This is an optimization exercise on Yosys and OpenROAD, whose aim is small area, not a production implementation. RTL that was checked went through simulation tests only; none was proved equivalent to the original. Only the layout flow was run in runs 3 and 4; the RTL was not checked for function there. Power is estimated from default activity; no workload was simulated.

==> flow/config.mk <==
export PLATFORM = sky130hd
export DESIGN_NAME = traffic_light_top
export DESIGN_NICKNAME = traffic_light_top
export VERILOG_FILES = /design/flow/design.v
export SDC_FILE = /design/flow/constraint.sdc
export NUM_CORES = 4
export LEC_CHECK = 0
export CAP_MARGIN = 20
export CORE_MARGIN = 2
export CORE_UTILIZATION = 40
export CTS_BUF_LIST = sky130_fd_sc_hd__clkbuf_4
export SLEW_MARGIN = 20
==> flow/constraint.sdc <==
create_clock -name core_clock -period 10.0 [get_ports {clk}]
set_input_delay 2.0000 -clock core_clock [delete_from_list [all_inputs] [get_ports {clk}]]
set_output_delay 2.0000 -clock core_clock [all_outputs]
set_load 0.01 [all_outputs]
==> flow/design.v <==
package tl_pkg;
  localparam logic [1:0] M_GRN = 2'b00;
  localparam logic [1:0] M_YEL = 2'b01;
  localparam logic [1:0] M_RED = 2'b11;
  localparam logic [1:0] M_OVR = 2'b10;
  localparam logic [1:0] P_AS = 2'b00;
  localparam logic [1:0] P_AL = 2'b01;
  localparam logic [1:0] P_BS = 2'b10;
  localparam logic [1:0] P_BL = 2'b11;
  localparam logic [1:0] D_THR = 2'd0;  
  localparam logic [1:0] D_LT  = 2'd1;  
  localparam logic [1:0] D_YEL = 2'd2;  
  localparam logic [1:0] D_AR  = 2'd3;  
endpackage : tl_pkg
import tl_pkg::*;
module tl_timer #(
  parameter longint D_THR_CYC = 30000,
  parameter longint D_LT_CYC  = 10000,
  parameter longint D_YEL_CYC = 3000,
  parameter longint D_AR_CYC  = 1000
)(
  input  logic       clk,
  input  logic       rst_n,
  input  logic [1:0] cls,
  output logic       expired
);
    localparam logic [14:0] POL    = 15'h2aaa;
    localparam logic [14:0] T_END  = 15'h6f6e;
    localparam logic [14:0] L_THR  = 15'h73c7;
    localparam logic [14:0] L_LT   = 15'h77d5;
    localparam logic [14:0] L_YEL  = 15'h13c5;
    localparam logic [14:0] L_AR   = 15'h73c6;
    logic [14:0] p, c, ld;
    assign c = p ^ POL;
    always_comb begin
      case (cls)
        D_THR:   ld = L_THR;
        D_LT:    ld = L_LT;
        D_YEL:   ld = L_YEL;
        default: ld = L_AR;
      endcase
    end
    always_ff @(posedge clk or negedge rst_n) begin
      if (!rst_n)       p <= T_END ^ POL;
      else if (expired) p <= ld ^ POL;
      else              p <= {c[13:0], c[14] ^ c[10]} ^ POL;
    end
    assign expired = (c == T_END);
endmodule
module debounce_sync #(
  parameter int unsigned CYCLES = 20
)(
  input  logic clk, rst_n,
  input  logic din,
  output logic dout,
  output logic rise_nx
);
  logic d1, d2;
  always_ff @(posedge clk or negedge rst_n) begin
    if (!rst_n) begin d1<=0; d2<=0; end
    else         begin d1<=din; d2<=d1; end
  end
  logic stable_state;
  logic differ, hit;
  assign differ = d2 ^ stable_state;
  localparam logic [4:0] POL = 5'd10;
  localparam logic [4:0] CNT0 = 5'd10;
  localparam logic [4:0] CEND = 5'd13;
  localparam logic [4:0] MASK = 5'd19;
  logic [4:0] p, c;
  assign c = p ^ POL;
  always_ff @(posedge clk or negedge rst_n) begin
    if (!rst_n)              p <= CNT0 ^ POL;
    else if (differ && !hit) p <= {c[3:0], c[4] ^ c[1]} ^ POL;
    else                     p <= CNT0 ^ POL;
  end
  assign hit = ((c & MASK) == (CEND & MASK));
  always_ff @(posedge clk or negedge rst_n) begin
    if (!rst_n)             stable_state <= 1'b0;
    else if (differ && hit) stable_state <= d2;
  end
  assign dout    = stable_state;
  assign rise_nx = differ && hit && d2;
endmodule
import tl_pkg::*;
module btn_interface #(
  parameter int unsigned F_CLK_HZ      = 50_000_000,
  parameter int unsigned T_DEBOUNCE_MS = 20
)(
  input  logic        clk,
  input  logic        rst_n,
  input  logic [11:0] btn_raw,
  input  logic        accept_jump,  
  output logic        jump_req,     
  output logic [1:0]  jump_phase    
);
  localparam int unsigned DEBOUNCE_CYC = (F_CLK_HZ / 1000) * T_DEBOUNCE_MS;
  logic [11:0] rise_nx;
  for (genvar i = 0; i < 12; i++) begin : g_db
    debounce_sync #(.CYCLES(DEBOUNCE_CYC)) u_db (
      .clk    (clk),
      .rst_n  (rst_n),
      .din    (btn_raw[i]),
      .dout   (),
      .rise_nx(rise_nx[i])
    );
  end
  function automatic logic [1:0] target(input int k);
    case (k)
      0, 2, 3, 5:  target = P_BS;
      1, 4:        target = P_BL;
      6, 8, 9, 11: target = P_AS;
      default:     target = P_AL;
    endcase
  endfunction
  logic [1:0] pick;
  always_comb begin
    pick = 2'b00;
    for (int k = 11; k >= 0; k--) if (rise_nx[k]) pick = target(k);
  end
  logic       ev_v;    
  logic       busy;
  logic [1:0] tgt;     
  logic       busy_nx;
  assign busy_nx = busy ? !accept_jump : ev_v;
  always_ff @(posedge clk or negedge rst_n) begin
    if (!rst_n) begin
      ev_v <= 1'b0;
      busy <= 1'b0;
      tgt  <= 2'b00;
    end else begin
      ev_v <= |rise_nx;
      busy <= busy_nx;
      if (!busy_nx) tgt <= pick;
    end
  end
  assign jump_req   = busy;
  assign jump_phase = tgt;
endmodule
import tl_pkg::*;
module tl_fsm #(
  parameter int unsigned F_CLK_HZ      = 50_000_000,
  parameter int unsigned T_GREEN_S_THR = 30,  
  parameter int unsigned T_GREEN_S_LT  = 10,  
  parameter int unsigned T_YELLOW_S    = 3,
  parameter int unsigned T_ALLRED_S    = 1
)(
  input  logic       clk,
  input  logic       rst_n,
  input  logic       jump_req,     
  input  logic [1:0] jump_phase,   
  output logic       accept_jump,  
  output logic [1:0] mode,
  output logic [1:0] phase
);
  logic       expired;
  logic [1:0] cls;
  tl_timer #(
    .D_THR_CYC(longint'(F_CLK_HZ) * T_GREEN_S_THR),
    .D_LT_CYC (longint'(F_CLK_HZ) * T_GREEN_S_LT),
    .D_YEL_CYC(longint'(F_CLK_HZ) * T_YELLOW_S),
    .D_AR_CYC (longint'(F_CLK_HZ) * T_ALLRED_S)
  ) u_tmr (
    .clk    (clk),
    .rst_n  (rst_n),
    .cls    (cls),
    .expired(expired)
  );
  logic [1:0] mode_nx, phase_nx;
  always_comb begin
    accept_jump = 1'b0;
    mode_nx     = M_GRN;
    phase_nx    = phase;
    cls         = D_YEL;
    case (mode)
      M_GRN: begin mode_nx = M_YEL; cls = D_YEL; end
      M_YEL: begin mode_nx = M_RED; cls = D_AR;  end
      M_RED: begin
        if (jump_req) begin
          accept_jump = expired;
          mode_nx     = M_OVR;
          phase_nx    = jump_phase;
          cls         = D_YEL;
        end else begin
          mode_nx     = M_GRN;
          phase_nx    = phase + 2'd1;
          cls         = phase[0] ? D_THR : D_LT;
        end
      end
      default: begin  
        mode_nx = M_GRN;
        cls     = phase[0] ? D_LT : D_THR;
      end
    endcase
  end
  always_ff @(posedge clk or negedge rst_n) begin
    if (!rst_n) begin
      mode  <= M_GRN;
      phase <= P_AS;
    end else if (expired) begin
      mode  <= mode_nx;
      phase <= phase_nx;
    end
  end
endmodule
import tl_pkg::*;
module light_mapper(
  input  logic [1:0] mode,
  input  logic [1:0] phase,
  output logic a_straight_r, a_straight_y, a_straight_g,
  output logic a_left_r,     a_left_y,     a_left_g,
  output logic a_p_r,        a_p_g,
  output logic b_straight_r, b_straight_y, b_straight_g,
  output logic b_left_r,     b_left_y,     b_left_g,
  output logic b_p_r,        b_p_g
);
  logic grn, yel, ovr;
  assign grn = (mode == M_GRN);
  assign yel = (mode == M_YEL);
  assign ovr = (mode == M_OVR);
  assign a_straight_g = grn && phase == P_AS;
  assign a_straight_y = (yel && phase == P_AS) || ovr;
  assign a_straight_r = !(a_straight_g || a_straight_y);
  assign a_left_g     = grn && phase == P_AL;
  assign a_left_y     = yel && phase == P_AL;
  assign a_left_r     = !(a_left_g || a_left_y);
  assign a_p_g        = a_straight_g;
  assign a_p_r        = !a_straight_g;
  assign b_straight_g = grn && phase == P_BS;
  assign b_straight_y = (yel && phase == P_BS) || ovr;
  assign b_straight_r = !(b_straight_g || b_straight_y);
  assign b_left_g     = grn && phase == P_BL;
  assign b_left_y     = yel && phase == P_BL;
  assign b_left_r     = !(b_left_g || b_left_y);
  assign b_p_g        = b_straight_g;
  assign b_p_r        = !b_straight_g;
endmodule
import tl_pkg::*;
module traffic_light_top #(
  parameter int unsigned F_CLK_HZ      = 1_000,
  parameter int unsigned T_GREEN_S_THR = 30,  
  parameter int unsigned T_GREEN_S_LT  = 10,  
  parameter int unsigned T_YELLOW_S    = 3,
  parameter int unsigned T_ALLRED_S    = 1,
  parameter int unsigned T_DEBOUNCE_MS = 20
)
(
  input  logic        clk,
  input  logic        rst_n,
  input  logic [11:0] btn_raw,
  output logic a_straight_r, a_straight_y, a_straight_g,
  output logic a_left_r,     a_left_y,     a_left_g,
  output logic a_p_r,        a_p_g,
  output logic b_straight_r, b_straight_y, b_straight_g,
  output logic b_left_r,     b_left_y,     b_left_g,
  output logic b_p_r,        b_p_g
);
  logic       jump_req;
  logic [1:0] jump_phase;
  logic       accept_jump;
  btn_interface #(
    .F_CLK_HZ(F_CLK_HZ),
    .T_DEBOUNCE_MS(T_DEBOUNCE_MS)
  ) u_btn_if (
    .clk         (clk),
    .rst_n       (rst_n),
    .btn_raw     (btn_raw),
    .accept_jump (accept_jump),
    .jump_req    (jump_req),
    .jump_phase  (jump_phase)
  );
  logic [1:0] mode, phase;
  tl_fsm #(
    .F_CLK_HZ      (F_CLK_HZ),
    .T_GREEN_S_THR (T_GREEN_S_THR),
    .T_GREEN_S_LT  (T_GREEN_S_LT),
    .T_YELLOW_S    (T_YELLOW_S),
    .T_ALLRED_S    (T_ALLRED_S)
  ) u_fsm (
    .clk         (clk),
    .rst_n       (rst_n),
    .jump_req    (jump_req),
    .jump_phase  (jump_phase),
    .accept_jump (accept_jump),
    .mode        (mode),
    .phase       (phase)
  );
  light_mapper u_map (
    .mode            (mode),
    .phase           (phase),
    .a_straight_r    (a_straight_r),
    .a_straight_y    (a_straight_y),
    .a_straight_g    (a_straight_g),
    .a_left_r        (a_left_r),
    .a_left_y        (a_left_y),
    .a_left_g        (a_left_g),
    .a_p_r           (a_p_r),
    .a_p_g           (a_p_g),
    .b_straight_r    (b_straight_r),
    .b_straight_y    (b_straight_y),
    .b_straight_g    (b_straight_g),
    .b_left_r        (b_left_r),
    .b_left_y        (b_left_y),
    .b_left_g        (b_left_g),
    .b_p_r           (b_p_r),
    .b_p_g           (b_p_g)
  );
endmodule
==> flow/run.sh <==
#!/bin/bash
# synth_recipe.tcl (not shown) runs the flow's synth.tcl, then flattens the netlist and writes it again
# the make line also repeats each setting of config.mk as NAME=value (left out here)
make -C /OpenROAD-flow-scripts/flow DESIGN_CONFIG=/design/flow/config.mk WORK_HOME=/design/flow/orfs CLKGATE_MAP_FILE= SYNTH_SCRIPT=/design/flow/synth_recipe.tcl finish
==> results of run 1 <==
final cells by class:
cell class	instances	area share, %
tap	140	3.47
inverter	27	2.01
sequential	119	59.1
multi-input combinational	200	24.5
clock inverter	12	2.18
clock buffer	20	2.97
timing repair buffer	30	5.84
power groups by stage:
| stage | clock network (mW) | logic (mW) | registers (mW) |
|---|---|---|---|
| 2_1_floorplan | 0 | 0.202 | 0.700 |
| 3_3_place_gp | 0 | 0.242 | 0.713 |
| 3_5_place_dp | 0 | 0.254 | 0.719 |
| 4_1_cts | 0.331 | 0.255 | 0.711 |
| 5_1_grt | 0.355 | 0.291 | 0.729 |
| 6_report | 0.318 | 0.248 | 0.710 |
worst max-delay path, delay by kind of cell (launching register included):
family          cells  cell delay (ns)
buf+inv             2             0.68
simple gates        1             0.28
flops               1             0.48
compound gates      1             0.12
synthesized netlist by cell type (2+ instances only):
cell type,number,area [sq um]
sky130_fd_sc_hd__mux2_2,11,124
sky130_fd_sc_hd__nand2b_1,3,18.8
sky130_fd_sc_hd__and2_1,2,12.5
sky130_fd_sc_hd__dfrtp_1,113,2830
sky130_fd_sc_hd__nand3b_1,12,90.1
sky130_fd_sc_hd__and4bb_2,2,25.0
sky130_fd_sc_hd__o21ai_0,7,35.0
sky130_fd_sc_hd__buf_4,2,15.0
sky130_fd_sc_hd__and3_1,2,12.5
sky130_fd_sc_hd__or3b_1,2,17.5
sky130_fd_sc_hd__inv_1,27,101
sky130_fd_sc_hd__dfstp_2,6,158
sky130_fd_sc_hd__a21o_1,2,15.0
sky130_fd_sc_hd__nand4_1,2,12.5
sky130_fd_sc_hd__xnor2_1,13,114
sky130_fd_sc_hd__ha_1,7,87.6
sky130_fd_sc_hd__mux2i_1,4,40.0
sky130_fd_sc_hd__nand2_1,24,90.1
sky130_fd_sc_hd__xor2_1,12,105
sky130_fd_sc_hd__clkbuf_1,4,15.0
sky130_fd_sc_hd__a21oi_1,5,25.0
sky130_fd_sc_hd__nor3b_1,7,52.6
sky130_fd_sc_hd__nor2_1,70,263
per-stage QoR:
stage                     area, sq um  std cells  utilization [%]  setup slack [ns]  power, mW
after global routing             5050        548             47.0              5.71       1.38
after detailed placement         4790        516             44.6              6.48      0.974
after global placement           4790        516             44.6              6.53      0.955
after CTS                        5050        548             47.0              5.92       1.30
after floorplan                  4350        352                -              6.95      0.902
final                            5050        548             47.0              5.95       1.28
cell families (layout without fill, tap and decap cells):
family,count (synthesis),count (layout),synth area share [%]
and+or+nand+nor,133,133,14.8
muxes,15,15,3.77
buffers and inverters,33,89,3.02
DFF,119,119,68.6
adders and majority gates,7,7,2.01
xor gates and xnor gates,25,25,5.03
AOI/OAI and AO/OA,20,20,2.82
registers in the layout, summed over array words and instances, names as in the netlist:
signal / cells
u_btn_if.g_db.u_db.d2: 12
u_fsm.u_tmr.p: 15
u_btn_if.tgt: 2
u_btn_if.ev_v: 1
u_btn_if.g_db.u_db.d1: 12
u_btn_if.g_db.u_db.stable_state: 12
u_fsm.mode: 2
u_btn_if.busy: 1
u_btn_if.g_db.u_db.p: 60
u_fsm.phase: 2
per-layer routing:
| layer | vias up | global-route usage, % |
|---|---|---|
| li1 | 1221 | - |
| met1 | 1165 | 16.4 |
| met2 | 37 | 18.1 |
| met3 | 9 | 5.06 |
| met4 | 0 | 5.22 |
| met5 | - | 0 |
how the worst max path moves through the flow:
stage / start / to / cells past startpoint
5_1_grt: u_fsm.mode[1] / a_straight_y / 4
3_3_place_gp: u_fsm.mode[1] / b_straight_y / 4
2_1_floorplan: u_fsm.phase[0] / a_straight_g / 5
3_5_place_dp: u_fsm.phase[0] / a_straight_r / 4
4_1_cts: u_fsm.mode[1] / b_straight_y / 4
6_report: u_fsm.mode[1] / b_straight_y / 4
==> out/qor.json, run 1 <==
{
  "die": {
    "die_w_microns": 108,
    "floorplan.die.height_microns": 108,
    "start_util_pct": 40.5,
    "full_die_area_sq_um": 11700,
    "io_pins": 30,
    "placementRows": 38,
    "floorplan.core_area_sq_um": 10700
  },
  "timing": {
    "min_period_over_period_pct": 40.5,
    "setup_viol": 0,
    "finalWorstPathRequiredPeriod_ns": 4.05,
    "worst_slew_margin_rel_pct": 38.1,
    "final_setup_skew_ns": 0.0151,
    "tightest_slew_ns": 0.928,
    "tns_ns": 0,
    "timing_hold_violations_final": 0,
    "final_max_slew_viol_count": 0,
    "hold_ws_ns": 0.356,
    "grt_setup_unrepaired": "false",
    "fmaxAchievable_mhz": 247
  },
  "power_and_ir_drop": {
    "vdd_drop_max_mv": 0.134,
    "power_report.internal_total_uw": 899,
    "comb_power_share_pct": 19.4,
    "clock_power_share_pct": 24.9,
    "sw_share_pct": 29.5,
    "power_density_nw_per_um2": 252,
    "power.share.sequential_pct": 55.7,
    "p_sw_uw": 377,
    "power.static_leakage_nw": 2.40
  },
  "cells_and_area": {
    "fillCellCount": 1023,
    "final_common_cell": "sky130_fd_sc_hd__dfrtp_1",
    "diode_count": 0,
    "ff_latch_area_sq_um": 2990,
    "final_net_count": 416,
    "layout_common_cells": "sky130_fd_sc_hd__dfrtp_1 (113), sky130_fd_sc_hd__nor2_1 (70), sky130_fd_sc_hd__clkdlybuf4s50_1 (28)",
    "drive_above_1_share_pct": 12.3,
    "multiInputGateArea_sq_um": 1240,
    "flow.area_growth_from_synthesis_pct": 16.1
  },
  "setup_path": {
    "critical_path.max_stage_delay_ns": 0.52,
    "critPathSlowestCell": "sky130_fd_sc_hd__clkdlybuf4s50_1",
    "rr_startpoint": "u_fsm.u_tmr.p[7]",
    "critical_path_class": "reg2out",
    "r2r_end": "u_btn_if.tgt[0]",
    "reg2reg_slack_ns": 7.98,
    "worst_ep_arrival_time_ns": 2.05,
    "worst_setup_path_end_kind": "primary output",
    "r2r.worst_path.cells": 5,
    "crit_path_cell_trace": "inv_1 > nor2_1 > a21o_1 > clkdlybuf4s50_1",
    "required_ns": 8.00,
    "critical_path.startpoint_type": "flop",
    "crit_fanout": 9
  },
  "synth": {
    "postSynthCellCount": 352,
    "postSynthRegisterBits": 119,
    "synthesis.yosys.warnings": 4,
    "synth_enable_flop_cells": 0,
    "dominantRegCellSynth": "sky130_fd_sc_hd__dfrtp_1",
    "synth_cell_types": 36,
    "synth_seq_area_share_pct": 68.6,
    "synthesis.area_per_instance_sq_um": 12.4,
    "fraction_of_synthesis_flops_using_an_asynchronous_set_or_reset_pin_pct": 100,
    "syn-cell-area_sq_um": 4350,
    "mappedNetlistNets": 373
  },
  "clock_tree": {
    "clock_latency_ns": 0.49,
    "cts-resized-gates": 0,
    "clock_sinks": 119,
    "holdBufCountCts": 0,
    "cts-root-buf": "sky130_fd_sc_hd__clkbuf_4",
    "cts_buf_count": 17,
    "setup_fix_buffers_added_after_clock_tree_synthesis": 0,
    "max-clock-path-buffers": 2,
    "clk_transition_reported_paths_ns": 0.10,
    "cts_tree": "done",
    "htree_levels": 4
  },
  "grt": {
    "grt_max_degree": 79,
    "grt_pass1_vias": 2452,
    "all_layer_gr_usage_pct": 12.4,
    "number_of_antenna_violations_at_the_first_check_in_global_routing": 0,
    "global_route_wire_length_before_repair_microns": 11000,
    "grt_residual_overflow": 0
  },
  "route": {
    "wl_met3_microns": 306,
    "post_drt_via_cell_ratio": 4.44,
    "met1Wirelength_microns": 3110,
    "drt_wl_total_microns": 6210,
    "detail-route-antenna-nets": 0,
    "highest-signal-layer": "met4",
    "route.vias.total": 2432,
    "drt_iter0_drc": 105,
    "detailroute.wirelength.met2_microns": 2710,
    "route.detailed.wl_per_inst_microns": 11.3,
    "drtPass1Iterations": 4,
    "drcViolationCount": 0
  },
  "worst_hold_path": {
    "timing.hold.worst.start": "u_btn_if.g_db[1].u_db.d1",
    "min_delay_worst_endpoint": "u_btn_if.g_db[1].u_db.d2",
    "worst_hold_path.num_cells": 0,
    "hold_class": "reg2reg"
  },
  "run": {
    "timing.max_cap.violations": 0
  },
  "placed_design": {
    "global_placer_s_final_weighted_congestion": 0.763,
    "hpwl_microns": 4210,
    "port_buffers": 29
  },
  "status": {
    "status": "finished clean"
  }
}
==> run 2, diff against run 1 <==
==> flow/flow/run.sh (new file) <==
#!/bin/bash
cp standard.sh standard_copy.sh.txt 2>/dev/null
export BUFFER_PORTS_ARGS="-buffer_cell sky130_fd_sc_hd__buf_1"
export CTS_ARGS="-sink_clustering_enable -repair_clock_nets -buf_list sky130_fd_sc_hd__clkbuf_4 -dont_use_dummy_load"
bash standard.sh > standard.log 2>&1
==> flow/standard.sh (new file) <==
#!/bin/bash
# synth_recipe.tcl (not shown) runs the flow's synth.tcl, then flattens the netlist and writes it again
# the make line also repeats each setting of config.mk as NAME=value (left out here)
make -C /OpenROAD-flow-scripts/flow DESIGN_CONFIG=/design/flow/config.mk WORK_HOME=/design/flow/orfs CLKGATE_MAP_FILE= SYNTH_SCRIPT=/design/flow/synth_recipe.tcl "${@:-finish}"
removed: flow/run.sh
==> run 2 against run 1 <==
Net effect: still clean on timing, DRC and antenna; wire length increased by 0.63%; global-route usage increased by 0.12 points; clock power fell by 32%; register-to-register slack about the same; critical path type unchanged; largest cell class unchanged; largest power group unchanged.
==> out/qor.json, run 2 <==
{
  "clock_tree": {
    "holdBufCountCts": {"value": 0, "change": "unchanged"},
    "cts_buf_count": {"value": 17, "change": "unchanged"},
    "cts_tree": {"value": "done", "change": "unchanged"},
    "max-clock-path-buffers": {"value": 2, "change": "unchanged"},
    "cts-resized-gates": {"value": 0, "change": "unchanged"},
    "clock_latency": {"value": 0.49, "unit": "ns", "change": "about the same"},
    "setup_fix_buffers_added_after_clock_tree_synthesis": {"value": 0, "change": "unchanged"},
    "clock_sinks": {"value": 119, "change": "unchanged"},
    "htree_levels": {"value": 4, "change": "unchanged"},
    "clk_transition_reported_paths": {"value": 0.09, "unit": "ns", "change": "was 0.10 ns"},
    "cts-root-buf": {"value": "sky130_fd_sc_hd__clkbuf_4", "change": "unchanged"}
  },
  "synth": {
    "fraction_of_the_mapped_netlist_area_in_simple_logic_gates": {"value": 14.8, "unit": "%", "change": "unchanged"},
    "synthTopCellsByCount": {"value": "sky130_fd_sc_hd__dfrtp_1 (113), sky130_fd_sc_hd__nor2_1 (70), sky130_fd_sc_hd__inv_1 (27), sky130_fd_sc_hd__nand2_1 (24), sky130_fd_sc_hd__xnor2_1 (13)", "change": "unchanged"},
    "synth_compound_gate_area_share": {"value": 2.82, "unit": "%", "change": "unchanged"},
    "synth_adder_area_share": {"value": 2.01, "unit": "%", "change": "unchanged"},
    "synth_top_family_by_area": {"value": "simple AND/OR/NAND/NOR gates", "change": "unchanged"},
    "fraction_of_synthesis_flops_using_an_asynchronous_set_or_reset_pin": {"value": 100, "unit": "%", "change": "unchanged"},
    "synth_cell_types": {"value": 36, "change": "unchanged"},
    "syn-cell-area": {"value": 4350, "unit": "sq um", "change": "unchanged"},
    "mappedNetlistNets": {"value": 373, "change": "unchanged"},
    "synth_seq_area_share": {"value": 68.6, "unit": "%", "change": "unchanged"},
    "postSynthCellCount": {"value": 352, "change": "unchanged"},
    "dominantRegCellSynth": {"value": "sky130_fd_sc_hd__dfrtp_1", "change": "unchanged"},
    "post_synth_mux_area_share": {"value": 3.77, "unit": "%", "change": "unchanged"},
    "synth.top_cell.area_share": {"value": 65.0, "unit": "%", "change": "unchanged"},
    "synth_area_leader_cell": {"value": "sky130_fd_sc_hd__dfrtp_1", "change": "unchanged"},
    "synthesis.area_per_instance": {"value": 12.4, "unit": "sq um", "change": "unchanged"},
    "xor_xnor_fraction_of_synth_area": {"value": 5.03, "unit": "%", "change": "unchanged"},
    "postSynthRegisterBits": {"value": 119, "change": "unchanged"},
    "synth_area_leaders": {"value": "sky130_fd_sc_hd__dfrtp_1 (65%), sky130_fd_sc_hd__nor2_1 (6.0%), sky130_fd_sc_hd__dfstp_2 (3.6%)", "change": "unchanged"},
    "synth_enable_flop_cells": {"value": 0, "change": "unchanged"},
    "synthesis.yosys.warnings": {"value": 4, "change": "unchanged"},
    "synthMostInstantiatedCell": {"value": "sky130_fd_sc_hd__dfrtp_1", "change": "unchanged"}
  },
  "die": {
    "floorplan.die.height": {"value": 108, "unit": "microns", "change": "unchanged"},
    "floorplan.core_area": {"value": 10700, "unit": "sq um", "change": "unchanged"},
    "die_w": {"value": 108, "unit": "microns", "change": "unchanged"},
    "full_die_area": {"value": 11700, "unit": "sq um", "change": "unchanged"},
    "placementRows": {"value": 38, "change": "unchanged"},
    "io_pins": {"value": 30, "change": "unchanged"},
    "start_util": {"value": 40.5, "unit": "%", "change": "unchanged"}
  },
  "timing": {
    "worst_slew_margin_rel": {"value": 53.2, "unit": "%", "change": "was 38.1%"},
    "layout_setup_ws": {"value": 6.35, "unit": "ns", "change": "was 5.95 ns"},
    "grt_setup_unrepaired": {"value": "false", "change": "unchanged"},
    "setup_viol": {"value": 0, "change": "unchanged"},
    "timing_hold_violations_final": {"value": 0, "change": "unchanged"},
    "final_max_slew_viol_count": {"value": 0, "change": "unchanged"},
    "min_period_over_period": {"value": 36.5, "unit": "%", "change": "was 40.5%"},
    "fmaxAchievable": {"value": 274, "unit": "MHz", "change": "was 247 MHz"},
    "tns": {"value": 0, "unit": "ns", "change": "unchanged"},
    "final_setup_skew": {"value": 0.0254, "unit": "ns", "change": "was 0.0151 ns"},
    "tightest_slew": {"value": 0.703, "unit": "ns", "change": "was 0.928 ns"},
    "finalWorstPathRequiredPeriod": {"value": 3.65, "unit": "ns", "change": "was 4.05 ns"}
  },
  "run": {
    "timing.max_cap.violations": {"value": 0, "change": "unchanged"}
  },
  "worst_hold_path": {
    "min_delay_worst_endpoint": {"value": "u_btn_if.g_db[7].u_db.d2", "change": "was u_btn_if.g_db[1].u_db.d2"},
    "hold_class": {"value": "reg2reg", "change": "unchanged"},
    "worst_hold_path.num_cells": {"value": 0, "change": "unchanged"},
    "timing.hold.worst.start": {"value": "u_btn_if.g_db[7].u_db.d1", "change": "was u_btn_if.g_db[1].u_db.d1"}
  },
  "setup_path": {
    "rr_startpoint": {"value": "u_fsm.u_tmr.p[5]", "change": "was u_fsm.u_tmr.p[7]"},
    "required": {"value": 8.00, "unit": "ns", "change": "about the same"},
    "r2r.worst_path.cells": {"value": 5, "change": "unchanged"},
    "r2r_end": {"value": "u_btn_if.tgt[0]", "change": "unchanged"},
    "critical_path_class": {"value": "reg2out", "change": "unchanged"},
    "critical_path.startpoint_type": {"value": "flop", "change": "unchanged"},
    "worstSetupStartpoint": {"value": "u_fsm.mode[1]", "change": "unchanged"},
    "worst_ep_arrival_time": {"value": 1.65, "unit": "ns", "change": "was 2.05 ns"},
    "worst_setup_path_end_kind": {"value": "primary output", "change": "unchanged"},
    "reg2reg_slack": {"value": 7.97, "unit": "ns", "change": "was 7.98 ns"},
    "crit_fanout": {"value": 9, "change": "unchanged"}
  },
  "route": {
    "post_drt_via_cell_ratio": {"value": 4.56, "change": "was 4.44"},
    "drcViolationCount": {"value": 0, "change": "unchanged"},
    "drt_wl_total": {"value": 6250, "unit": "microns", "change": "was 6210 microns"},
    "detail-route-antenna-nets": {"value": 0, "change": "unchanged"},
    "detailroute.wirelength.met2": {"value": 2800, "unit": "microns", "change": "was 2710 microns"},
    "met1Wirelength": {"value": 3080, "unit": "microns", "change": "was 3110 microns"},
    "route.vias.total": {"value": 2428, "change": "was 2432"},
    "wl_met3": {"value": 268, "unit": "microns", "change": "was 306 microns"},
    "highest-signal-layer": {"value": "met4", "change": "unchanged"},
    "drt_iter0_drc": {"value": 150, "change": "was 105"},
    "drtPass1Iterations": {"value": 4, "change": "unchanged"},
    "route.detailed.wl_per_inst": {"value": 11.7, "unit": "microns", "change": "was 11.3 microns"}
  },
  "grt": {
    "grt_pass1_vias": {"value": 2409, "change": "was 2452"},
    "global_route_wire_length_before_repair": {"value": 11200, "unit": "microns", "change": "was 11000 microns"},
    "grt_max_degree": {"value": 82, "change": "was 79"},
    "all_layer_gr_usage": {"value": 12.5, "unit": "%", "change": "was 12.4%"},
    "number_of_antenna_violations_at_the_first_check_in_global_routing": {"value": 0, "change": "unchanged"},
    "grt_residual_overflow": {"value": 0, "change": "unchanged"}
  },
  "cells_and_area": {
    "flow.area_growth_from_synthesis": {"value": 9.11, "unit": "%", "change": "was 16.1%"},
    "reg_top3": {"value": "u_btn_if.g_db.u_db.p: 60 flops, u_fsm.u_tmr.p: 15 flops", "change": "unchanged"},
    "layout_common_cells": {"value": "sky130_fd_sc_hd__dfrtp_1 (113), sky130_fd_sc_hd__nor2_1 (70), sky130_fd_sc_hd__buf_1 (28)", "change": "was sky130_fd_sc_hd__dfrtp_1 (113), sky130_fd_sc_hd__nor2_1 (70), sky130_fd_sc_hd__clkdlybuf4s50_1 (28)"},
    "largest_register_ff_count": {"value": 60, "change": "unchanged"},
    "final_net_count": {"value": 416, "change": "unchanged"},
    "drive_above_1_share": {"value": 9.92, "unit": "%", "change": "was 12.3%"},
    "fin_util": {"value": 44.2, "unit": "%", "change": "was 47.0%"},
    "final_common_cell": {"value": "sky130_fd_sc_hd__dfrtp_1", "change": "unchanged"},
    "largest_register": {"value": "u_btn_if.g_db.u_db.p", "change": "unchanged"},
    "final-instance-count-excl-fill": {"value": 533, "change": "was 548"},
    "fillCellCount": {"value": 1049, "change": "was 1023"},
    "diode_count": {"value": 0, "change": "unchanged"}
  },
  "power_and_ir_drop": {
    "power.static_leakage": {"value": 2.27, "unit": "nW", "change": "was 2.40 nW"},
    "p_total": {"value": 1.17, "unit": "mW", "change": "was 1.28 mW"},
    "vdd_drop_max": {"value": 0.112, "unit": "mV", "change": "was 0.134 mV"},
    "power_density": {"value": 247, "unit": "nW/um^2", "change": "was 252 nW/um^2"}
  },
  "status": {
    "status": {"value": "finished clean", "change": "unchanged"}
  },
  "placed_design": {
    "placedCellCount": {"value": 516, "change": "unchanged"},
    "dp_worst_setup_slack": {"value": 6.51, "unit": "ns", "change": "was 6.48 ns"},
    "port_buffers": {"value": 29, "change": "unchanged"},
    "global_placer_s_final_weighted_congestion": {"value": 0.709, "change": "was 0.763"},
    "hpwl": {"value": 4220, "unit": "microns", "change": "was 4210 microns"}
  }
}
## run 2: cell counts after synthesis
No cell type changed its count.
## run 2: area by class of cell
type	count	area, sq um	area share, %
timing repair buffer	30	124	2.61
sequential	119	2990	62.9
clock buffer	17	128	2.69
inverter	27	101	2.13
tap	140	175	3.69
multi-input combinational	200	1240	26.0
## run 2: how the worst max path moves through the flow
stage / endpoint / depth (start not counted)
2_1_floorplan: a_straight_g / 5
4_1_cts: a_straight_y / 4
5_1_grt: a_straight_y / 4
3_3_place_gp: u_btn_if.g_db[5].u_db.d1 / 2
3_5_place_dp: u_btn_if.g_db[5].u_db.d1 / 2
6_report: a_straight_y / 4
## run 2: per-layer routing
| layer | GRT usage (%) | vias up |
|---|---|---|
| met4 | 6.04 | 0 |
| met5 | 0 | - |
| met2 | 17.5 | 43 |
| met1 | 17.4 | 1176 |
| met3 | 4.34 | 8 |
| li1 | - | 1201 |
## run 2: worst max-delay path, stage by stage (launching register included)
cell                      delay (ns)
sky130_fd_sc_hd__dfrtp_1        0.47
sky130_fd_sc_hd__inv_1          0.15
sky130_fd_sc_hd__nor2_1         0.30
sky130_fd_sc_hd__a21o_1         0.13
sky130_fd_sc_hd__buf_1          0.15
## run 2: kinds of logic (layout without fill, tap and decap cells)
family / after synthesis / after routing
xor+xnor: 25 / 25
fa+ha+maj: 7 / 7
buf+inv: 33 / 74
flops: 119 / 119
mux: 15 / 15
simple gates: 133 / 133
compound gates: 20 / 20
## run 2: metrics by stage
stage	hold WS [ns]	instance area, sq um
finish	0.355	4750
global route	0.363	4750
CTS	0.357	4750
detailed placement	0.335	4620
global placement	0.332	4620
floorplan	0.331	4350
## run 2: power by group
| group | internal [mW] | switching [mW] | leakage [nW] | total (mW) |
|---|---|---|---|---|
| Clock | 0.0777 | 0.137 | 0.0782 | 0.215 |
| Sequential | 0.628 | 0.0843 | 1.44 | 0.712 |
| Combinational | 0.117 | 0.127 | 0.743 | 0.244 |
| Total | 0.822 | 0.349 | 2.27 | 1.17 |
==> run 3, diff against run 2 <==
--- a/flow/design.v
+++ b/flow/design.v
@@ -21,17 +21,18 @@
 )(
   input  logic       clk,
   input  logic       rst_n,
-  input  logic [1:0] cls,
+  input  logic [1:0] cls,       
   output logic       expired
 );
-    localparam logic [14:0] POL    = 15'h2aaa;
-    localparam logic [14:0] T_END  = 15'h6f6e;
-    localparam logic [14:0] L_THR  = 15'h73c7;
-    localparam logic [14:0] L_LT   = 15'h77d5;
-    localparam logic [14:0] L_YEL  = 15'h13c5;
-    localparam logic [14:0] L_AR   = 15'h73c6;
-    logic [14:0] p, c, ld;
-    assign c = p ^ POL;
+  if (D_THR_CYC == 30000 && D_LT_CYC == 10000 &&
+      D_YEL_CYC == 3000  && D_AR_CYC == 1000) begin : g_lfsr
+    localparam logic [14:0] T_END  = 15'h7bdb;
+    localparam logic [14:0] L_THR  = 15'h3cf1;
+    localparam logic [14:0] L_LT   = 15'h7df5;
+    localparam logic [14:0] L_YEL  = 15'h64f1;
+    localparam logic [14:0] L_AR   = 15'h1cf1;
+    logic [14:0] cnt;
+    logic [14:0] ld;
     always_comb begin
       case (cls)
         D_THR:   ld = L_THR;
@@ -41,19 +42,39 @@
       endcase
     end
     always_ff @(posedge clk or negedge rst_n) begin
-      if (!rst_n)       p <= T_END ^ POL;
-      else if (expired) p <= ld ^ POL;
-      else              p <= {c[13:0], c[14] ^ c[10]} ^ POL;
+      if (!rst_n)       cnt <= T_END;
+      else if (expired) cnt <= ld;
+      else              cnt <= {cnt[13:0], cnt[14] ^ cnt[10]};
     end
-    assign expired = (c == T_END);
+    assign expired = (cnt == T_END);
+  end else begin : g_bin
+    localparam longint MAXD = (D_THR_CYC > D_LT_CYC) ? D_THR_CYC : D_LT_CYC;
+    localparam int W = $clog2(MAXD + 1);
+    logic [W-1:0] cnt;
+    logic [W-1:0] ld;
+    always_comb begin
+      case (cls)
+        D_THR:   ld = W'(D_THR_CYC);
+        D_LT:    ld = W'(D_LT_CYC);
+        D_YEL:   ld = W'(D_YEL_CYC);
+        default: ld = W'(D_AR_CYC);
+      endcase
+    end
+    always_ff @(posedge clk or negedge rst_n) begin
+      if (!rst_n)       cnt <= '0;
+      else if (expired) cnt <= ld;
+      else              cnt <= cnt - 1'b1;
+    end
+    assign expired = (cnt == '0);
+  end
 endmodule
 module debounce_sync #(
   parameter int unsigned CYCLES = 20
 )(
   input  logic clk, rst_n,
-  input  logic din,
-  output logic dout,
-  output logic rise_nx
+  input  logic din,          
+  output logic dout,         
+  output logic rise_nx       
 );
   logic d1, d2;
   always_ff @(posedge clk or negedge rst_n) begin
@@ -63,18 +84,24 @@
   logic stable_state;
   logic differ, hit;
   assign differ = d2 ^ stable_state;
-  localparam logic [4:0] POL = 5'd10;
-  localparam logic [4:0] CNT0 = 5'd10;
-  localparam logic [4:0] CEND = 5'd13;
-  localparam logic [4:0] MASK = 5'd19;
-  logic [4:0] p, c;
-  assign c = p ^ POL;
-  always_ff @(posedge clk or negedge rst_n) begin
-    if (!rst_n)              p <= CNT0 ^ POL;
-    else if (differ && !hit) p <= {c[3:0], c[4] ^ c[1]} ^ POL;
-    else                     p <= CNT0 ^ POL;
+  if (CYCLES == 20) begin : g_lfsr
+    localparam logic [4:0] CNT0 = 5'b00101;
+    logic [4:0] cnt;
+    always_ff @(posedge clk or negedge rst_n) begin
+      if (!rst_n)              cnt <= CNT0;
+      else if (differ && !hit) cnt <= {cnt[3:0], cnt[4] ^ cnt[1]};
+      else                     cnt <= CNT0;
+    end
+    assign hit = !cnt[4] && !cnt[3] && !cnt[0];
+  end else begin : g_bin
+    logic [$clog2(CYCLES+1)-1:0] cnt;
+    always_ff @(posedge clk or negedge rst_n) begin
+      if (!rst_n)              cnt <= '0;
+      else if (differ && !hit) cnt <= cnt + 1'b1;
+      else                     cnt <= '0;
+    end
+    assign hit = (cnt >= CYCLES);
   end
-  assign hit = ((c & MASK) == (CEND & MASK));
   always_ff @(posedge clk or negedge rst_n) begin
     if (!rst_n)             stable_state <= 1'b0;
     else if (differ && hit) stable_state <= d2;
==> flow/run.sh (new file) <==
#!/bin/bash
# synth_recipe.tcl (not shown) runs the flow's synth.tcl, then flattens the netlist and writes it again
# the make line also repeats each setting of config.mk as NAME=value (left out here)
make -C /OpenROAD-flow-scripts/flow DESIGN_CONFIG=/design/flow/config.mk WORK_HOME=/design/flow/orfs CLKGATE_MAP_FILE= SYNTH_SCRIPT=/design/flow/synth_recipe.tcl finish
--- a/flow/config.mk
+++ b/flow/config.mk
@@ -8,5 +8,4 @@
 export CAP_MARGIN = 20
 export CORE_MARGIN = 2
 export CORE_UTILIZATION = 40
-export CTS_BUF_LIST = sky130_fd_sc_hd__clkbuf_4
 export SLEW_MARGIN = 20
removed: flow/flow/run.sh
removed: flow/standard.sh
==> run 3 against run 2 <==
Net effect: via count rose by 11%; cell count rose by 5.8%; wire length rose by 12%; clock power rose to 2.7 times the previous value; sequential power rose by 3.5%; worst hold slack got worse by 0.0094 ns; utilization rose by 5.6 points; first-iteration DRC count fell by 39%; register-to-register slack got worse by 0.10 ns; fmax fell by 8.6%; die area rose by 6.6%; highest routed layer unchanged.
==> out/qor.json, run 3 <==
{
  "synth": {
    "mappedNetlistNets": {"value": 391, "change": "was 373"},
    "postSynthCellCount": {"value": 370, "change": "was 352"},
    "synth_area_leader_cell": {"value": "sky130_fd_sc_hd__dfrtp_1", "change": "unchanged"},
    "dominantRegCellSynth": {"value": "sky130_fd_sc_hd__dfrtp_1", "change": "unchanged"},
    "synth.top_cell.area_share": {"value": 44.7, "unit": "%", "change": "was 65.0%"},
    "synthesis.yosys.warnings": {"value": 4, "change": "unchanged"},
    "synthMostInstantiatedCell": {"value": "sky130_fd_sc_hd__dfrtp_1", "change": "unchanged"},
    "synth_seq_area_share": {"value": 65.0, "unit": "%", "change": "was 68.6%"},
    "synth_enable_flop_cells": {"value": 0, "change": "unchanged"},
    "synthesis.area_per_instance": {"value": 12.6, "unit": "sq um", "change": "was 12.4 sq um"},
    "fraction_of_synthesis_flops_using_an_asynchronous_set_or_reset_pin": {"value": 100, "unit": "%", "change": "unchanged"},
    "synth_cell_types": {"value": 34, "change": "was 36"},
    "syn-cell-area": {"value": 4650, "unit": "sq um", "change": "was 4350 sq um"},
    "postSynthRegisterBits": {"value": 119, "change": "unchanged"},
    "synthTopCellsByCount": {"value": "sky130_fd_sc_hd__dfrtp_1 (83), sky130_fd_sc_hd__and2_1 (52), sky130_fd_sc_hd__dfstp_2 (36), sky130_fd_sc_hd__nor3_1 (25), sky130_fd_sc_hd__nor2_1 (19)", "change": "was sky130_fd_sc_hd__dfrtp_1 (113), sky130_fd_sc_hd__nor2_1 (70), sky130_fd_sc_hd__inv_1 (27), sky130_fd_sc_hd__nand2_1 (24), sky130_fd_sc_hd__xnor2_1 (13)"},
    "synth_area_leaders": {"value": "sky130_fd_sc_hd__dfrtp_1 (45%), sky130_fd_sc_hd__dfstp_2 (20%), sky130_fd_sc_hd__and2_1 (7.0%)", "change": "was sky130_fd_sc_hd__dfrtp_1 (65%), sky130_fd_sc_hd__nor2_1 (6.0%), sky130_fd_sc_hd__dfstp_2 (3.6%)"}
  },
  "grt": {
    "number_of_antenna_violations_at_the_first_check_in_global_routing": {"value": 0, "change": "unchanged"},
    "all_layer_gr_usage": {"value": 12.7, "unit": "%", "change": "was 12.5%"},
    "grt_residual_overflow": {"value": 0, "change": "unchanged"},
    "global_route_wire_length_before_repair": {"value": 12400, "unit": "microns", "change": "was 11200 microns"},
    "grt_pass1_vias": {"value": 2762, "change": "was 2409"},
    "grt_max_degree": {"value": 64, "change": "was 82"}
  },
  "setup_path": {
    "worst_setup_path_end_kind": {"value": "primary output", "change": "unchanged"},
    "crit_fanout": {"value": 9, "change": "unchanged"},
    "critical_path.n_buffers_inverters": {"value": 2, "change": "unchanged"},
    "r2r_end": {"value": "u_fsm.phase[0]", "change": "was u_btn_if.tgt[0]"},
    "worst_ep_arrival_time": {"value": 1.99, "unit": "ns", "change": "was 1.65 ns"},
    "logic_depth_of_the_worst_path_buffers_included": {"value": 4, "change": "unchanged"},
    "critical_path.startpoint_type": {"value": "flop", "change": "unchanged"},
    "worstSetupStartpoint": {"value": "u_fsm.mode[1]", "change": "unchanged"},
    "rr_startpoint": {"value": "u_fsm.u_tmr.g_lfsr.cnt[6]", "change": "was u_fsm.u_tmr.p[5]"},
    "critical_path.max_stage_delay": {"value": 0.54, "unit": "ns", "change": "was 0.47 ns"},
    "critical_path_class": {"value": "reg2out", "change": "unchanged"},
    "crit_path_end": {"value": "b_straight_y", "change": "was a_straight_y"},
    "critPathSlowestCell": {"value": "sky130_fd_sc_hd__clkdlybuf4s50_1", "change": "was sky130_fd_sc_hd__dfrtp_1"},
    "crit_path_cell_trace": {"value": "inv_1 > nor2_1 > a21o_1 > clkdlybuf4s50_1", "change": "was inv_1 > nor2_1 > a21o_1 > buf_1"},
    "required": {"value": 8.00, "unit": "ns", "change": "about the same"},
    "r2r.worst_path.cells": {"value": 5, "change": "unchanged"},
    "reg2reg_slack": {"value": 7.87, "unit": "ns", "change": "was 7.97 ns"},
    "worst_path_dominant_cell_family": {"value": "buffers and inverters", "change": "was flip-flops"}
  },
  "route": {
    "met1Wirelength": {"value": 3230, "unit": "microns", "change": "was 3080 microns"},
    "drtPass1Iterations": {"value": 4, "change": "unchanged"},
    "drcViolationCount": {"value": 0, "change": "unchanged"},
    "route.vias.total": {"value": 2686, "change": "was 2428"},
    "post_drt_via_cell_ratio": {"value": 4.76, "change": "was 4.56"},
    "detailroute.wirelength.met2": {"value": 3410, "unit": "microns", "change": "was 2800 microns"},
    "wl_met3": {"value": 291, "unit": "microns", "change": "was 268 microns"},
    "drt_wl_total": {"value": 7010, "unit": "microns", "change": "was 6250 microns"},
    "detail-route-antenna-nets": {"value": 0, "change": "unchanged"},
    "highest-signal-layer": {"value": "met4", "change": "unchanged"},
    "drt_iter0_drc": {"value": 91, "change": "was 150"},
    "route.detailed.wl_per_inst": {"value": 12.4, "unit": "microns", "change": "was 11.7 microns"}
  },
  "cells_and_area": {
    "drive_above_1_share": {"value": 20.2, "unit": "%", "change": "was 9.92%"},
    "diode_count": {"value": 0, "change": "unchanged"},
    "largest_register": {"value": "u_btn_if.g_db.u_db.g_lfsr.cnt", "change": "was u_btn_if.g_db.u_db.p"},
    "fin_util": {"value": 49.8, "unit": "%", "change": "was 44.2%"},
    "fillCellCount": {"value": 1003, "change": "was 1049"},
    "reg_top3": {"value": "u_btn_if.g_db.u_db.g_lfsr.cnt: 60 flops, u_fsm.u_tmr.g_lfsr.cnt: 15 flops", "change": "was u_btn_if.g_db.u_db.p: 60 flops, u_fsm.u_tmr.p: 15 flops"},
    "final_common_cell": {"value": "sky130_fd_sc_hd__dfrtp_1", "change": "unchanged"},
    "layout_common_cells": {"value": "sky130_fd_sc_hd__dfrtp_1 (83), sky130_fd_sc_hd__and2_1 (52), sky130_fd_sc_hd__dfstp_2 (36)", "change": "was sky130_fd_sc_hd__dfrtp_1 (113), sky130_fd_sc_hd__nor2_1 (70), sky130_fd_sc_hd__buf_1 (28)"},
    "final_net_count": {"value": 429, "change": "was 416"},
    "largest_register_ff_count": {"value": 60, "change": "unchanged"},
    "flow.area_growth_from_synthesis": {"value": 21.7, "unit": "%", "change": "was 9.11%"}
  },
  "clock_tree": {
    "cts_tree": {"value": "done", "change": "unchanged"},
    "htree_levels": {"value": 4, "change": "unchanged"},
    "clock_sinks": {"value": 119, "change": "unchanged"},
    "max-clock-path-buffers": {"value": 2, "change": "unchanged"},
    "clock_latency": {"value": 0.40, "unit": "ns", "change": "was 0.49 ns"},
    "cts_buf_count": {"value": 17, "change": "unchanged"},
    "clk_transition_reported_paths": {"value": 0.05, "unit": "ns", "change": "was 0.09 ns"},
    "holdBufCountCts": {"value": 0, "change": "unchanged"},
    "setup_fix_buffers_added_after_clock_tree_synthesis": {"value": 0, "change": "unchanged"},
    "cts-root-buf": {"value": "sky130_fd_sc_hd__clkbuf_16", "change": "was sky130_fd_sc_hd__clkbuf_4"},
    "cts-resized-gates": {"value": 0, "change": "unchanged"}
  },
  "timing": {
    "tightest_slew": {"value": 0.879, "unit": "ns", "change": "was 0.703 ns"},
    "tns": {"value": 0, "unit": "ns", "change": "unchanged"},
    "timing_hold_violations_final": {"value": 0, "change": "unchanged"},
    "finalWorstPathRequiredPeriod": {"value": 3.99, "unit": "ns", "change": "was 3.65 ns"},
    "grt_setup_unrepaired": {"value": "false", "change": "unchanged"},
    "setup_viol": {"value": 0, "change": "unchanged"},
    "worst_slew_margin_rel": {"value": 41.0, "unit": "%", "change": "was 53.2%"},
    "min_period_over_period": {"value": 39.9, "unit": "%", "change": "was 36.5%"},
    "final_setup_skew": {"value": 0.00922, "unit": "ns", "change": "was 0.0254 ns"},
    "layout_setup_ws": {"value": 6.01, "unit": "ns", "change": "was 6.35 ns"},
    "fmaxAchievable": {"value": 250, "unit": "MHz", "change": "was 274 MHz"},
    "final_max_slew_viol_count": {"value": 0, "change": "unchanged"}
  },
  "die": {
    "die_w": {"value": 112, "unit": "microns", "change": "was 108 microns"},
    "floorplan.die.height": {"value": 112, "unit": "microns", "change": "was 108 microns"},
    "full_die_area": {"value": 12500, "unit": "sq um", "change": "was 11700 sq um"},
    "io_pins": {"value": 30, "change": "unchanged"},
    "placementRows": {"value": 39, "change": "was 38"},
    "floorplan.core_area": {"value": 11400, "unit": "sq um", "change": "was 10700 sq um"},
    "start_util": {"value": 40.9, "unit": "%", "change": "was 40.5%"}
  },
  "placed_design": {
    "port_buffers": {"value": 29, "change": "unchanged"},
    "hpwl": {"value": 4660, "unit": "microns", "change": "was 4220 microns"},
    "global_placer_s_final_weighted_congestion": {"value": 0.809, "change": "was 0.709"},
    "dp_worst_setup_slack": {"value": 6.43, "unit": "ns", "change": "was 6.51 ns"}
  },
  "power_and_ir_drop": {
    "vdd_drop_max": {"value": 0.172, "unit": "mV", "change": "was 0.112 mV"},
    "power_density": {"value": 284, "unit": "nW/um^2", "change": "was 247 nW/um^2"},
    "power.static_leakage": {"value": 2.57, "unit": "nW", "change": "was 2.27 nW"}
  },
  "run": {
    "timing.max_cap.violations": {"value": 0, "change": "unchanged"}
  },
  "worst_hold_path": {
    "hold_class": {"value": "reg2reg", "change": "unchanged"},
    "worst_hold_path.num_cells": {"value": 0, "change": "unchanged"}
  },
  "status": {
    "status": {"value": "finished clean", "change": "unchanged"}
  }
}
run 3: changes by cell type after synthesis, moves of 9 or more:
| cell | previous run | this run |
|---|---|---|
| sky130_fd_sc_hd__o21ai_0 | 7 | 17 |
| sky130_fd_sc_hd__xnor2_1 | 13 | 0 |
| sky130_fd_sc_hd__dfstp_2 | 6 | 36 |
| sky130_fd_sc_hd__nor3_1 | 1 | 25 |
| sky130_fd_sc_hd__dfrtp_1 | 113 | 83 |
| sky130_fd_sc_hd__nor2b_1 | 1 | 17 |
| sky130_fd_sc_hd__nand2_1 | 24 | 14 |
| sky130_fd_sc_hd__nand2b_1 | 3 | 12 |
| sky130_fd_sc_hd__inv_1 | 27 | 13 |
| sky130_fd_sc_hd__and2_1 | 2 | 52 |
| sky130_fd_sc_hd__nor2_1 | 70 | 19 |
run 3: layout make-up:
cell class	instances	area (sq um)	area share (%)
tap	143	179	3.16
sequential	119	3020	53.4
timing repair buffer	30	295	5.22
clock inverter	9	97.6	1.73
clock buffer	23	488	8.63
multi-input combinational	227	1530	27.0
inverter	13	48.8	0.863
run 3: cell families (layout without fill, tap and decap cells):
group / Yosys count / in the layout / synth area share (%)
multiplexers: 17 / 17 / 4.01
AO/OA/AOI/OAI: 32 / 32 / 4.58
AND/OR/NAND/NOR: 158 / 158 / 19.9
adder cells (fa/ha/maj): 7 / 7 / 1.88
buffers and inverters: 24 / 75 / 2.18
flip-flops: 119 / 119 / 65.0
XOR/XNOR: 13 / 13 / 2.45
run 3: routing by layer:
layer / global-route usage, % / vias to the layer above
met3: 5.39 / 6
li1: - / 1302
met2: 20.0 / 37
met1: 15.3 / 1341
met5: 0 / -
met4: 5.19 / 0
run 3: worst min-delay path by stage:
stage,from,end,slack (ns)
floorplan,u_btn_if.g_db[0].u_db.d1,u_btn_if.g_db[0].u_db.d2,0.33
global placement,u_btn_if.g_db[7].u_db.d1,u_btn_if.g_db[7].u_db.d2,0.33
detailed placement,u_btn_if.g_db[7].u_db.d1,u_btn_if.g_db[7].u_db.d2,0.33
CTS,u_btn_if.g_db[7].u_db.d1,u_btn_if.g_db[7].u_db.d2,0.35
global route,u_btn_if.g_db[9].u_db.d1,u_btn_if.g_db[9].u_db.d2,0.35
finish,u_btn_if.g_db[7].u_db.d1,u_btn_if.g_db[7].u_db.d2,0.35
run 3: through the flow:
step	instance area, sq um	power, mW	std cells	hold slack (ns)
floorplan	4650	0.949	370	0.331
global placement	5070	1.01	532	0.334
detailed placement	5070	1.03	532	0.335
CTS	5660	1.63	564	0.347
global route	5660	1.71	564	0.352
finish	5660	1.61	564	0.345
run 3: where the power goes:
group	total [mW]	switching, mW	internal, mW
clock network	0.588	0.198	0.390
registers	0.737	0.0866	0.650
logic	0.283	0.131	0.152
==> run 4, diff against run 3 <==
--- a/flow/config.mk
+++ b/flow/config.mk
@@ -8,4 +8,5 @@
 export CAP_MARGIN = 20
 export CORE_MARGIN = 2
 export CORE_UTILIZATION = 40
+export CTS_BUF_LIST = sky130_fd_sc_hd__clkbuf_8
 export SLEW_MARGIN = 20
==> run 4 against run 3 <==
Net effect: clock skew grew 0.0025 ns; combinational power barely moved; via count decreased by 0.74%; utilization fell by 1.7 points; still clean on timing, DRC and antenna.
==> out/qor.json, run 4 <==
{
  "status": {
    "status": {"value": "finished clean", "change": "unchanged"}
  },
  "route": {
    "route.vias.total": {"value": 2666, "change": "was 2686"},
    "detail-route-antenna-nets": {"value": 0, "change": "unchanged"},
    "drcViolationCount": {"value": 0, "change": "unchanged"},
    "drtPass1Iterations": {"value": 4, "change": "unchanged"},
    "route.detailed.wl_per_inst": {"value": 12.3, "unit": "microns", "change": "was 12.4 microns"},
    "detailroute.wirelength.met2": {"value": 3390, "unit": "microns", "change": "was 3410 microns"},
    "post_drt_via_cell_ratio": {"value": 4.73, "change": "was 4.76"},
    "drt_iter0_drc": {"value": 84, "change": "was 91"},
    "met1Wirelength": {"value": 3130, "unit": "microns", "change": "was 3230 microns"},
    "drt_wl_total": {"value": 6910, "unit": "microns", "change": "was 7010 microns"},
    "wl_met3": {"value": 263, "unit": "microns", "change": "was 291 microns"},
    "highest-signal-layer": {"value": "met4", "change": "unchanged"}
  },
  "timing": {
    "tightest_slew": {"value": 0.845, "unit": "ns", "change": "was 0.879 ns"},
    "final_setup_skew": {"value": 0.0117, "unit": "ns", "change": "was 0.00922 ns"},
    "layout_setup_ws": {"value": 5.98, "unit": "ns", "change": "was 6.01 ns"},
    "fmaxAchievable": {"value": 248, "unit": "MHz", "change": "was 250 MHz"},
    "finalWorstPathRequiredPeriod": {"value": 4.02, "unit": "ns", "change": "was 3.99 ns"},
    "worst_slew_margin_rel": {"value": 43.3, "unit": "%", "change": "was 41.0%"},
    "tns": {"value": 0, "unit": "ns", "change": "unchanged"},
    "grt_setup_unrepaired": {"value": "false", "change": "unchanged"},
    "min_period_over_period": {"value": 40.2, "unit": "%", "change": "was 39.9%"},
    "setup_viol": {"value": 0, "change": "unchanged"},
    "final_max_slew_viol_count": {"value": 0, "change": "unchanged"},
    "timing_hold_violations_final": {"value": 0, "change": "unchanged"}
  },
  "synth": {
    "fraction_of_synthesis_flops_using_an_asynchronous_set_or_reset_pin": {"value": 100, "unit": "%", "change": "unchanged"},
    "mappedNetlistNets": {"value": 391, "change": "unchanged"},
    "synthesis.area_per_instance": {"value": 12.6, "unit": "sq um", "change": "unchanged"},
    "synthTopCellsByCount": {"value": "sky130_fd_sc_hd__dfrtp_1 (83), sky130_fd_sc_hd__and2_1 (52), sky130_fd_sc_hd__dfstp_2 (36), sky130_fd_sc_hd__nor3_1 (25), sky130_fd_sc_hd__nor2_1 (19)", "change": "unchanged"},
    "synth_cell_types": {"value": 34, "change": "unchanged"},
    "syn-cell-area": {"value": 4650, "unit": "sq um", "change": "unchanged"},
    "dominantRegCellSynth": {"value": "sky130_fd_sc_hd__dfrtp_1", "change": "unchanged"},
    "synthesis.yosys.warnings": {"value": 4, "change": "unchanged"},
    "postSynthRegisterBits": {"value": 119, "change": "unchanged"},
    "synth_enable_flop_cells": {"value": 0, "change": "unchanged"},
    "synth_seq_area_share": {"value": 65.0, "unit": "%", "change": "unchanged"},
    "postSynthCellCount": {"value": 370, "change": "unchanged"},
    "synth_area_leader_cell": {"value": "sky130_fd_sc_hd__dfrtp_1", "change": "unchanged"},
    "synthMostInstantiatedCell": {"value": "sky130_fd_sc_hd__dfrtp_1", "change": "unchanged"},
    "synth_area_leaders": {"value": "sky130_fd_sc_hd__dfrtp_1 (45%), sky130_fd_sc_hd__dfstp_2 (20%), sky130_fd_sc_hd__and2_1 (7.0%)", "change": "unchanged"},
    "synth.top_cell.area_share": {"value": 44.7, "unit": "%", "change": "unchanged"}
  },
  "die": {
    "floorplan.die.height": {"value": 112, "unit": "microns", "change": "unchanged"},
    "floorplan.core_area": {"value": 11400, "unit": "sq um", "change": "unchanged"},
    "placementRows": {"value": 39, "change": "unchanged"},
    "io_pins": {"value": 30, "change": "unchanged"},
    "full_die_area": {"value": 12500, "unit": "sq um", "change": "unchanged"},
    "die_w": {"value": 112, "unit": "microns", "change": "unchanged"},
    "start_util": {"value": 40.9, "unit": "%", "change": "unchanged"}
  },
  "setup_path": {
    "required": {"value": 8.00, "unit": "ns", "change": "about the same"},
    "worst_ep_arrival_time": {"value": 2.02, "unit": "ns", "change": "was 1.99 ns"},
    "critical_path.startpoint_type": {"value": "flop", "change": "unchanged"},
    "worst_setup_path_end_kind": {"value": "primary output", "change": "unchanged"},
    "crit_fanout": {"value": 9, "change": "unchanged"},
    "critical_path_class": {"value": "reg2out", "change": "unchanged"}
  },
  "cells_and_area": {
    "flow.area_growth_from_synthesis": {"value": 17.5, "unit": "%", "change": "was 21.7%"},
    "final_net_count": {"value": 429, "change": "unchanged"},
    "final-instance-count-excl-fill": {"value": 564, "change": "unchanged"},
    "largest_register": {"value": "u_btn_if.g_db.u_db.g_lfsr.cnt", "change": "unchanged"},
    "drive_above_1_share": {"value": 20.2, "unit": "%", "change": "unchanged"},
    "final_common_cell": {"value": "sky130_fd_sc_hd__dfrtp_1", "change": "unchanged"},
    "largest_register_ff_count": {"value": 60, "change": "unchanged"},
    "reg_top3": {"value": "u_btn_if.g_db.u_db.g_lfsr.cnt: 60 flops, u_fsm.u_tmr.g_lfsr.cnt: 15 flops", "change": "unchanged"},
    "diode_count": {"value": 0, "change": "unchanged"},
    "layout_common_cells": {"value": "sky130_fd_sc_hd__dfrtp_1 (83), sky130_fd_sc_hd__and2_1 (52), sky130_fd_sc_hd__dfstp_2 (36)", "change": "unchanged"}
  },
  "grt": {
    "number_of_antenna_violations_at_the_first_check_in_global_routing": {"value": 0, "change": "unchanged"},
    "grt_max_degree": {"value": 64, "change": "unchanged"},
    "global_route_wire_length_before_repair": {"value": 12200, "unit": "microns", "change": "was 12400 microns"},
    "all_layer_gr_usage": {"value": 12.6, "unit": "%", "change": "was 12.7%"},
    "grt_pass1_vias": {"value": 2739, "change": "was 2762"},
    "grt_residual_overflow": {"value": 0, "change": "unchanged"}
  },
  "clock_tree": {
    "cts_tree": {"value": "done", "change": "unchanged"},
    "setup_fix_buffers_added_after_clock_tree_synthesis": {"value": 0, "change": "unchanged"},
    "clock_sinks": {"value": 119, "change": "unchanged"},
    "cts-resized-gates": {"value": 0, "change": "unchanged"},
    "cts-root-buf": {"value": "sky130_fd_sc_hd__clkbuf_8", "change": "was sky130_fd_sc_hd__clkbuf_16"},
    "holdBufCountCts": {"value": 0, "change": "unchanged"},
    "clock_latency": {"value": 0.43, "unit": "ns", "change": "was 0.40 ns"},
    "cts_buf_count": {"value": 17, "change": "unchanged"},
    "htree_levels": {"value": 4, "change": "unchanged"},
    "max-clock-path-buffers": {"value": 2, "change": "unchanged"},
    "clk_transition_reported_paths": {"value": 0.06, "unit": "ns", "change": "was 0.05 ns"}
  },
  "power_and_ir_drop": {
    "power.static_leakage": {"value": 2.49, "unit": "nW", "change": "was 2.57 nW"},
    "vdd_drop_max": {"value": 0.141, "unit": "mV", "change": "was 0.172 mV"},
    "power_density": {"value": 263, "unit": "nW/um^2", "change": "was 284 nW/um^2"}
  },
  "placed_design": {
    "hpwl": {"value": 4660, "unit": "microns", "change": "unchanged"},
    "global_placer_s_final_weighted_congestion": {"value": 0.809, "change": "unchanged"},
    "dp_worst_setup_slack": {"value": 6.43, "unit": "ns", "change": "unchanged"},
    "port_buffers": {"value": 29, "change": "unchanged"},
    "placedCellCount": {"value": 532, "change": "unchanged"}
  },
  "worst_hold_path": {
    "hold_class": {"value": "reg2reg", "change": "unchanged"}
  },
  "run": {
    "timing.max_cap.violations": {"value": 0, "change": "unchanged"}
  }
}
run 4: cell counts after synthesis:
Identical to the previous run, type by type.
run 4: cell type report:
| cell class | count | area (sq um) |
|---|---|---|
| timing repair buffer | 30 | 295 |
| inverter | 13 | 48.8 |
| sequential | 119 | 3020 |
| fill | 1032 | 5900 |
| tap | 143 | 179 |
| multi-input combinational | 227 | 1530 |
| clock buffer | 21 | 289 |
| clock inverter | 11 | 105 |
run 4: stage by stage:
stage,hold WS [ns],cell area (sq um),util [%],power [mW]
floorplan,0.331,4650,-,0.949
global placement,0.334,5070,44.6,1.01
detailed placement,0.335,5070,44.6,1.03
CTS,0.350,5470,48.1,1.46
global route,0.356,5470,48.1,1.54
finish,0.348,5470,48.1,1.44
run 4: logic make-up after synthesis:
logic type      count (synthesis)  share of synthesized area, %
flops                         119                          65.0
compound gates                 32                          4.58
buf+inv                        24                          2.18
xor+xnor                       13                          2.45
mux                            17                          4.01
simple gates                  158                          19.9
fa+ha+maj                       7                          1.88
run 4: metal layers:
layer	up-vias	track usage (%)
li1	1300	-
met1	1322	15.2
met2	31	19.6
met3	13	4.74
met4	0	6.67
met5	-	0
run 4: critical path: stages (launching register included):
cell and delay, ns:
sky130_fd_sc_hd__dfrtp_1 0.51, sky130_fd_sc_hd__inv_1 0.17, sky130_fd_sc_hd__nor2_1 0.26, sky130_fd_sc_hd__a21o_1 0.12, sky130_fd_sc_hd__clkdlybuf4s50_1 0.53
run 4: report_power, final:
part / switching [mW] / total [mW] / leakage [nW] / internal (mW)
combinational: 0.129 / 0.281 / 0.874 / 0.152
sequential: 0.0864 / 0.736 / 1.40 / 0.649
clock: 0.178 / 0.421 / 0.214 / 0.243
run 4: final timing paths:
kind                                            from                                   to  slack [ns]  cells after the start
max                                    u_fsm.mode[1]                         b_straight_y        5.98                      4
min                         u_btn_if.g_db[7].u_db.d1             u_btn_if.g_db[7].u_db.d2        0.35                      0
max reg2reg                u_fsm.u_tmr.g_lfsr.cnt[6]                       u_fsm.phase[0]        7.89                      5
min reg2reg                 u_btn_if.g_db[7].u_db.d1             u_btn_if.g_db[7].u_db.d2        0.35                      0
max in group asynchronous                      rst_n  u_btn_if.g_db[11].u_db.stable_state        7.18                      2
min in group asynchronous                      rst_n  u_btn_if.g_db[1].u_db.g_lfsr.cnt[4]        1.64                      1

-- static timing again, ports no longer ideal --
The flow's constraints put no driver on any port. The routed layouts listed below were extracted and timed again, unchanged, in two steps. Step 1 (the two cells are an assumption about what drives the block):
set clk [get_ports {clk}]
set_driving_cell -lib_cell sky130_fd_sc_hd__clkbuf_16 $clk
set_driving_cell -lib_cell sky130_fd_sc_hd__buf_2 [delete_from_list [all_inputs] $clk]
Step 2 times the ports against the registers' clock, not the clock port: input delays grow and output delays shrink by t, the midpoint of the rising clock arrivals with the driver on. Three values: ideal, step 1, step 2; two values: the first two.
run | t, ns | setup slack, ns | worst setup path after step 2 | latest minus earliest clock arrival (ns)
run 1 | 0.511 | 5.954 / 5.925 / 6.436 | register to output | 0.015 / 0.016
run 2 | 0.501 | 6.351 / 6.321 / 6.822 | register to output | 0.033 / 0.032
run 3 | 0.435 | 6.007 / 5.972 / 6.407 | register to output | 0.009 / 0.009
run 4 | 0.453 | 5.975 / 5.942 / 6.395 | register to output | 0.012 / 0.012
After both steps every run listed still meets setup and hold.
